Background: an optimization exercise with open tools, aiming at a short achievable clock period and few clock cycles. Do not read the settings as production practice. In this exercise RTL edits were held to simulation tests only and were not proved equivalent to the original.

==> 09-28 <==
// Reptile
module Reptile (
    input  [15:0] data_in,
    output [15:0] data_out,
    input         clk,
    input         rst,
    output        memwt,
    output [11:0] address,
    output [15:0] reg0
);
make LEC_CHECK=0 ABC_CLOCK_PERIOD_IN_PS=3000 CAP_MARGIN=20 CORE_MARGIN=2 CORE_UTILIZATION=40 SETUP_SLACK_MARGIN=3.5 SLEW_MARGIN=20 TNS_END_PERCENT=5 finish   # period 7.0 ns
run.sh (not shown) runs the stock make flow with config.mk's settings and CLKGATE_MAP_FILE= SYNTH_SCRIPT=/design/flow/synth_recipe.tcl, a recipe that flattens the netlist after the stock synthesis.
==> inputs of 12-15, as changes to 09-28 <==
--- a/flow/design.v
+++ b/flow/design.v
@@ -31,21 +31,23 @@
     reg [11:0] addr_o;               
     reg [11:0] addr_n;               
     wire [11:0] addr_q = ~addr_n;
     reg [15:0] dout_q;               
     reg        e_alu, e_ld, e_st, e_ldim;
     reg        e_stn;                
-    reg [2:0]  e_f, e_x, e_d;        
+    reg [8:0]  e_op;                 
+    reg [2:0]  e_d;                  
     reg [15:0] opx, opy;             
     reg        fwdx, fwdy;           
     reg        fbx, fby;             
     reg [15:0] lastw;                
     reg        e_dec;                
     reg        opy1, lastw1;         
     reg        b_alu, b_dec;
-    reg [2:0]  b_f, b_x, b_d;
+    reg [8:0]  b_op;
+    reg [2:0]  b_d;
     reg [15:0] bopx, bopy;
     reg        bwx, bwy, bbx, bby;   
     reg        bopy1;
     reg [15:0] lastb;                
     reg        lastb1;
     reg        zeroflag;
@@ -53,108 +55,98 @@
     reg [7:0]  r1f;                  
     reg            c_val [0:N-1];
     reg [TW-1:0]   c_tag [0:N-1];
     reg [15:0]     c_dat [0:N-1];
     reg [11:0]     c_tgt [0:N-1];    
     reg [5:0]      c_cls [0:N-1];    
-    reg [N/8-1:0] fpa;               
-    reg [7:0]     fpb;               
-    reg [N/8-1:0] tpa;               
-    reg [7:0]     tpb;
     reg        tq_v;
     reg [IW-1:0] tq_i;
     reg [11:0] tq_a, tq_off;
     wire [11:0] tq_tgt = tq_a + 12'd1 + tq_off;
     reg        su_v, su_m, su2_v, su2_vl;
     reg [11:0] su_a, su2_a, su3_a;
     reg [TW-1:0] su2_tag;
-    function [15:0] alu;
+    function [8:0] alu_op;
         input [2:0] f, x;
-        input [15:0] a, b;
         begin
             case (f)
-                3'h0: alu = a + b;
-                3'h1: alu = a - b;
-                3'h2: alu = a & b;
-                3'h3: alu = a | b;
-                3'h4: alu = a ^ b;
-                3'h7: case (x)
-                          3'h0: alu = {15'b0, ~|b};
-                          3'h1: alu = b;
-                          3'h2: alu = b + 16'd1;
-                          3'h3: alu = b - 16'd1;
-                          default: alu = 16'h0000;
-                      endcase
-                default: alu = 16'h0000;
+                3'h0: alu_op = 9'h001;
+                3'h1: alu_op = 9'h002;
+                3'h2: alu_op = 9'h004;
+                3'h3: alu_op = 9'h008;
+                3'h4: alu_op = 9'h010;
+                3'h7: alu_op = (x[2] == 1'b0) ? (9'h020 << x[1:0]) : 9'h000;
+                default: alu_op = 9'h000;
             endcase
         end
     endfunction
+    function [15:0] alu;
+        input [8:0] o;
+        input [15:0] a, b;
+        begin
+            alu = {16{o[0]}} & (a + b) |
+                  {16{o[1]}} & (a - b) |
+                  {16{o[2]}} & (a & b) |
+                  {16{o[3]}} & (a | b) |
+                  {16{o[4]}} & (a ^ b) |
+                  {16{o[5]}} & {15'b0, ~|b} |
+                  {16{o[6]}} & b |
+                  {16{o[7]}} & (b + 16'd1) |
+                  {16{o[8]}} & (b - 16'd1);
+        end
+    endfunction
     function alu_z;
-        input [2:0] f, x;
+        input [8:0] o;
         input [15:0] a, b;
         begin
-            case (f)
-                3'h0: alu_z = &(~(a ^ b ^ {a[14:0] | b[14:0], 1'b0}));
-                3'h1: alu_z = (a == b);
-                3'h2: alu_z = ~|(a & b);
-                3'h3: alu_z = ~|a & ~|b;
-                3'h4: alu_z = (a == b);
-                3'h7: case (x)
-                          3'h0: alu_z = |b;
-                          3'h1: alu_z = ~|b;
-                          3'h2: alu_z = &b;
-                          3'h3: alu_z = (b == 16'd1);
-                          default: alu_z = 1'b1;
-                      endcase
-                default: alu_z = 1'b1;
-            endcase
+            alu_z = o[0] & (&(~(a ^ b ^ {a[14:0] | b[14:0], 1'b0}))) |
+                    (o[1] | o[4]) & (a == b) |
+                    o[2] & ~|(a & b) |
+                    o[3] & ~|a & ~|b |
+                    o[5] & |b |
+                    o[6] & ~|b |
+                    o[7] & &b |
+                    o[8] & (b == 16'd1) |
+                    ~|o;
         end
     endfunction
     function sum_is;
         input [15:0] a, b, k;
         input c;
         reg [16:0] r;
         begin
             r = {1'b0, a ^ b ^ k};
             sum_is = (r[0] == c) &&
-                     ((a & b | a & r[15:0] | b & r[15:0]) == r[16:1] ||
-                      ((a & b | a & r[15:0] | b & r[15:0]) ^ r[16:1]) == 16'h8000);
+                     (((a & b | a & r[15:0] | b & r[15:0]) ^ r[16:1]) & 16'h7FFF) == 16'd0;
         end
     endfunction
     function alu_1;
-        input [2:0] f, x;
+        input [8:0] o;
         input [15:0] a, b;
         begin
-            case (f)
-                3'h0: alu_1 = sum_is(a, b, 16'd1, 1'b0);
-                3'h1: alu_1 = sum_is(a, ~b, 16'd1, 1'b1);
-                3'h2: alu_1 = ((a & b) == 16'd1);
-                3'h3: alu_1 = ((a | b) == 16'd1);
-                3'h4: alu_1 = ((a ^ b) == 16'd1);
-                3'h7: case (x)
-                          3'h0: alu_1 = ~|b;
-                          3'h1: alu_1 = (b == 16'd1);
-                          3'h2: alu_1 = ~|b;
-                          3'h3: alu_1 = (b == 16'd2);
-                          default: alu_1 = 1'b0;
-                      endcase
-                default: alu_1 = 1'b0;
-            endcase
+            alu_1 = o[0] & sum_is(a, b, 16'd1, 1'b0) |
+                    o[1] & sum_is(a, ~b, 16'd1, 1'b1) |
+                    o[2] & ((a & b) == 16'd1) |
+                    o[3] & ((a | b) == 16'd1) |
+                    o[4] & ((a ^ b) == 16'd1) |
+                    (o[5] | o[7]) & ~|b |
+                    o[6] & (b == 16'd1) |
+                    o[8] & (b == 16'd2);
         end
     endfunction
     reg         fox, foy, box, boy;   
     wire [15:0] rx = {16{fbx}} & lastb | {16{fwdx}} & lastw | {16{fox}} & opx;
     wire [15:0] ry = {16{fby}} & lastb | {16{fwdy}} & lastw | {16{foy}} & opy;
-    wire [15:0] result = alu(e_f, e_x, rx, ry);
-    wire        z_alu  = alu_z(e_f, e_x, rx, ry);
+    wire [15:0] result = alu(e_op, rx, ry);
+    wire        z_alu  = alu_z(e_op, rx, ry);
     wire [15:0] brx = {16{bbx}} & lastb | {16{bwx}} & lastw | {16{box}} & bopx;
     wire [15:0] bry = {16{bby}} & lastb | {16{bwy}} & lastw | {16{boy}} & bopy;
-    wire [15:0] bresult = alu(b_f, b_x, brx, bry);
-    wire        bz_alu  = alu_z(b_f, b_x, brx, bry);
-    wire        a_is1   = e_alu ? alu_1(e_f, e_x, rx, ry) : (data_in == 16'd1);
-    wire        b_is1   = alu_1(b_f, b_x, brx, bry);
+    wire [15:0] bresult = alu(b_op, brx, bry);
+    wire        bz_alu  = alu_z(b_op, brx, bry);
+    wire        a_is1   = e_alu ? alu_1(e_op, rx, ry) : (data_in == 16'd1);
+    wire        b_is1   = alu_1(b_op, brx, bry);
     wire        e_wr   = e_alu | e_ldim | e_ld;
     wire [15:0] wdata  = e_alu ? result : data_in;
     wire        port_e = e_ld | ~e_stn | e_ldim;
     assign address  = addr_o;
     assign memwt    = e_st;
     assign data_out = dout_q;
@@ -372,35 +364,28 @@
             regbank[d0] <= imm0;
             r1f[d0] <= (imm0 == 16'd1);
         end
     end
     integer k;
     always @(posedge clk) begin
-        for (k = 0; k < N; k = k + 1) begin
-            if (rst)
-                c_val[k] <= 1'b0;
-            else if (fill & fpa[k / 8] & fpb[k % 8])
-                c_val[k] <= 1'b1;
-            else if (su_m && su3_a[IW-1:0] == k)
-                c_val[k] <= 1'b0;
+        if (rst) begin
+            for (k = 0; k < N; k = k + 1) c_val[k] <= 1'b0;
+        end else if (fill) begin
+            c_val[fi] <= 1'b1;
+        end else if (su_m) begin
+            c_val[su3_a[IW-1:0]] <= 1'b0;
         end
     end
     always @(posedge clk) begin
-        for (k = 0; k < N; k = k + 1) begin
-            if (fill & fpa[k / 8] & fpb[k % 8]) begin
-                c_tag[k] <= fa[11:IW];
-                c_dat[k] <= data_in;
-                c_cls[k] <= dcls;
-            end
-            if (tq_v & tpa[k / 8] & tpb[k % 8])
-                c_tgt[k] <= tq_tgt;
-        end
-        fpa <= rst ? 1 : 1 << n_addr[IW-1:3];
-        fpb <= rst ? 1 : 1 << n_addr[2:0];
-        tpa <= fpa;
-        tpb <= fpb;
+        if (fill) begin
+            c_tag[fi] <= fa[11:IW];
+            c_dat[fi] <= data_in;
+            c_cls[fi] <= dcls;
+        end
+        if (tq_v)
+            c_tgt[tq_i] <= tq_tgt;
         tq_v   <= fill;
         tq_i   <= fi;
         tq_a   <= fa;
         tq_off <= data_in[11:0];
     end
     always @(posedge clk) begin
@@ -423,26 +408,24 @@
         for (j = 0; j <= 8; j = j + 1) begin
             pfn[j] <= ~(rst ? j : j == 0 ? n_pc : n_pp[j == 0 ? 1 : j]);
             if (j <= 5) pfp[j] <= j == 0 ? n_pc : n_pp[j == 0 ? 1 : j];
             pkn[j] <= ~(rst ? j : j == 0 ? n_pc : n_pp[j == 0 ? 1 : j]);
         end
         begin
-            e_f   <= ww[11:9];
-            e_x   <= ww[8:6];
+            e_op  <= alu_op(ww[11:9], ww[8:6]);
             e_d   <= ww[2:0];
             opx   <= px ? imm0 : regbank[wx];
             opy   <= py ? imm0 : regbank[wy];
             opy1  <= (py ? imm0 : regbank[wy]) == 16'd1;
             fbx   <= b_alu & (b_d == wx) & ~px;
             fby   <= b_alu & (b_d == wy) & ~py;
             fwdx  <= e_wr & (e_d == wx) & ~px & ~(b_alu & (b_d == wx));
             fwdy  <= e_wr & (e_d == wy) & ~py & ~(b_alu & (b_d == wy));
             fox   <= ~(e_wr & (e_d == wx) & ~px) & ~(b_alu & (b_d == wx) & ~px);
             foy   <= ~(e_wr & (e_d == wy) & ~py) & ~(b_alu & (b_d == wy) & ~py);
-            b_f   <= w1[11:9];
-            b_x   <= w1[8:6];
+            b_op  <= alu_op(w1[11:9], w1[8:6]);
             b_d   <= w1[2:0];
             bopx  <= regbank[bx];
             bopy  <= regbank[by];
             bopy1 <= regbank[by] == 16'd1;
             bwx   <= e_wr & (e_d == bx) & ~(b_alu & (b_d == bx));
             bwy   <= e_wr & (e_d == by) & ~(b_alu & (b_d == by));
==> qor summary <==
| quantity | 12-15 | 09-28 |
|---|---|---|
| Status | finished clean | aborted with a tool error |
| Stage where the flow stopped | - | global routing (5_1_grt) |
| Synthesis-stage register bit count | 3,541 | 3,567 |
| Die width | 829.0 µm | 785.0 µm |
| Area fraction of the dominant cell type after synthesis | 0.4263 | 0.3369 |
| Number of placed instances, taps included | 26,390 | 34,860 |
| Top-count cell post-synth | sky130_fd_sc_hd__mux4_2 | sky130_fd_sc_hd__a22oi_1 |
| CTS sink count | 3,541 | 3,567 |
| Mapped Area | 0.2722 mm² | 0.2440 mm² |
| Pre-CTS setup slack | 0.3725 ns | 0.4770 ns |
| Total of warnings raised by yosys | 7 | 12 |
| Mux cell area share after synthesis | 0.4439 | 0.01558 |
| Register area share after synthesis | 0.3634 | 0.4050 |
| Number of distinct library cell variants in the gate-level netlist after synthesis | 115 | 126 |
| Post-cts resize count | 1,177 | 908 |
Testbench counts of 09-28, summed over its fixed seeds: cycles 107,787.
Testbench counts of 12-15, summed over its fixed seeds: cycles 107,787.

## port drivers added, routing unchanged
In the flow no input, the clock included, has a driving cell. The finished layout below was timed again as built, in two steps.
Step 1 sets driving cells, clkbuf_16 on the clock port and buf_2 on the other inputs (assumed; they add their load-dependent delay and slew).
Step 2 times the ports against the registers' clock, not the clock port: input delays grow and output delays shrink by t, the midpoint of the rising clock arrivals with the driver on.
a / b / c = ideal ports / drivers / drivers and shift; a / b = the first two.
run: 12-15
t, ns: 1.275
setup slack, ns: 2.167 / 2.167 / 1.517
worst setup path at the end: input to register
After both steps setup and hold are still met in 12-15. The setup slack of 12-15 moves by 0.000 ns with the drivers and by -0.650 ns with both steps.
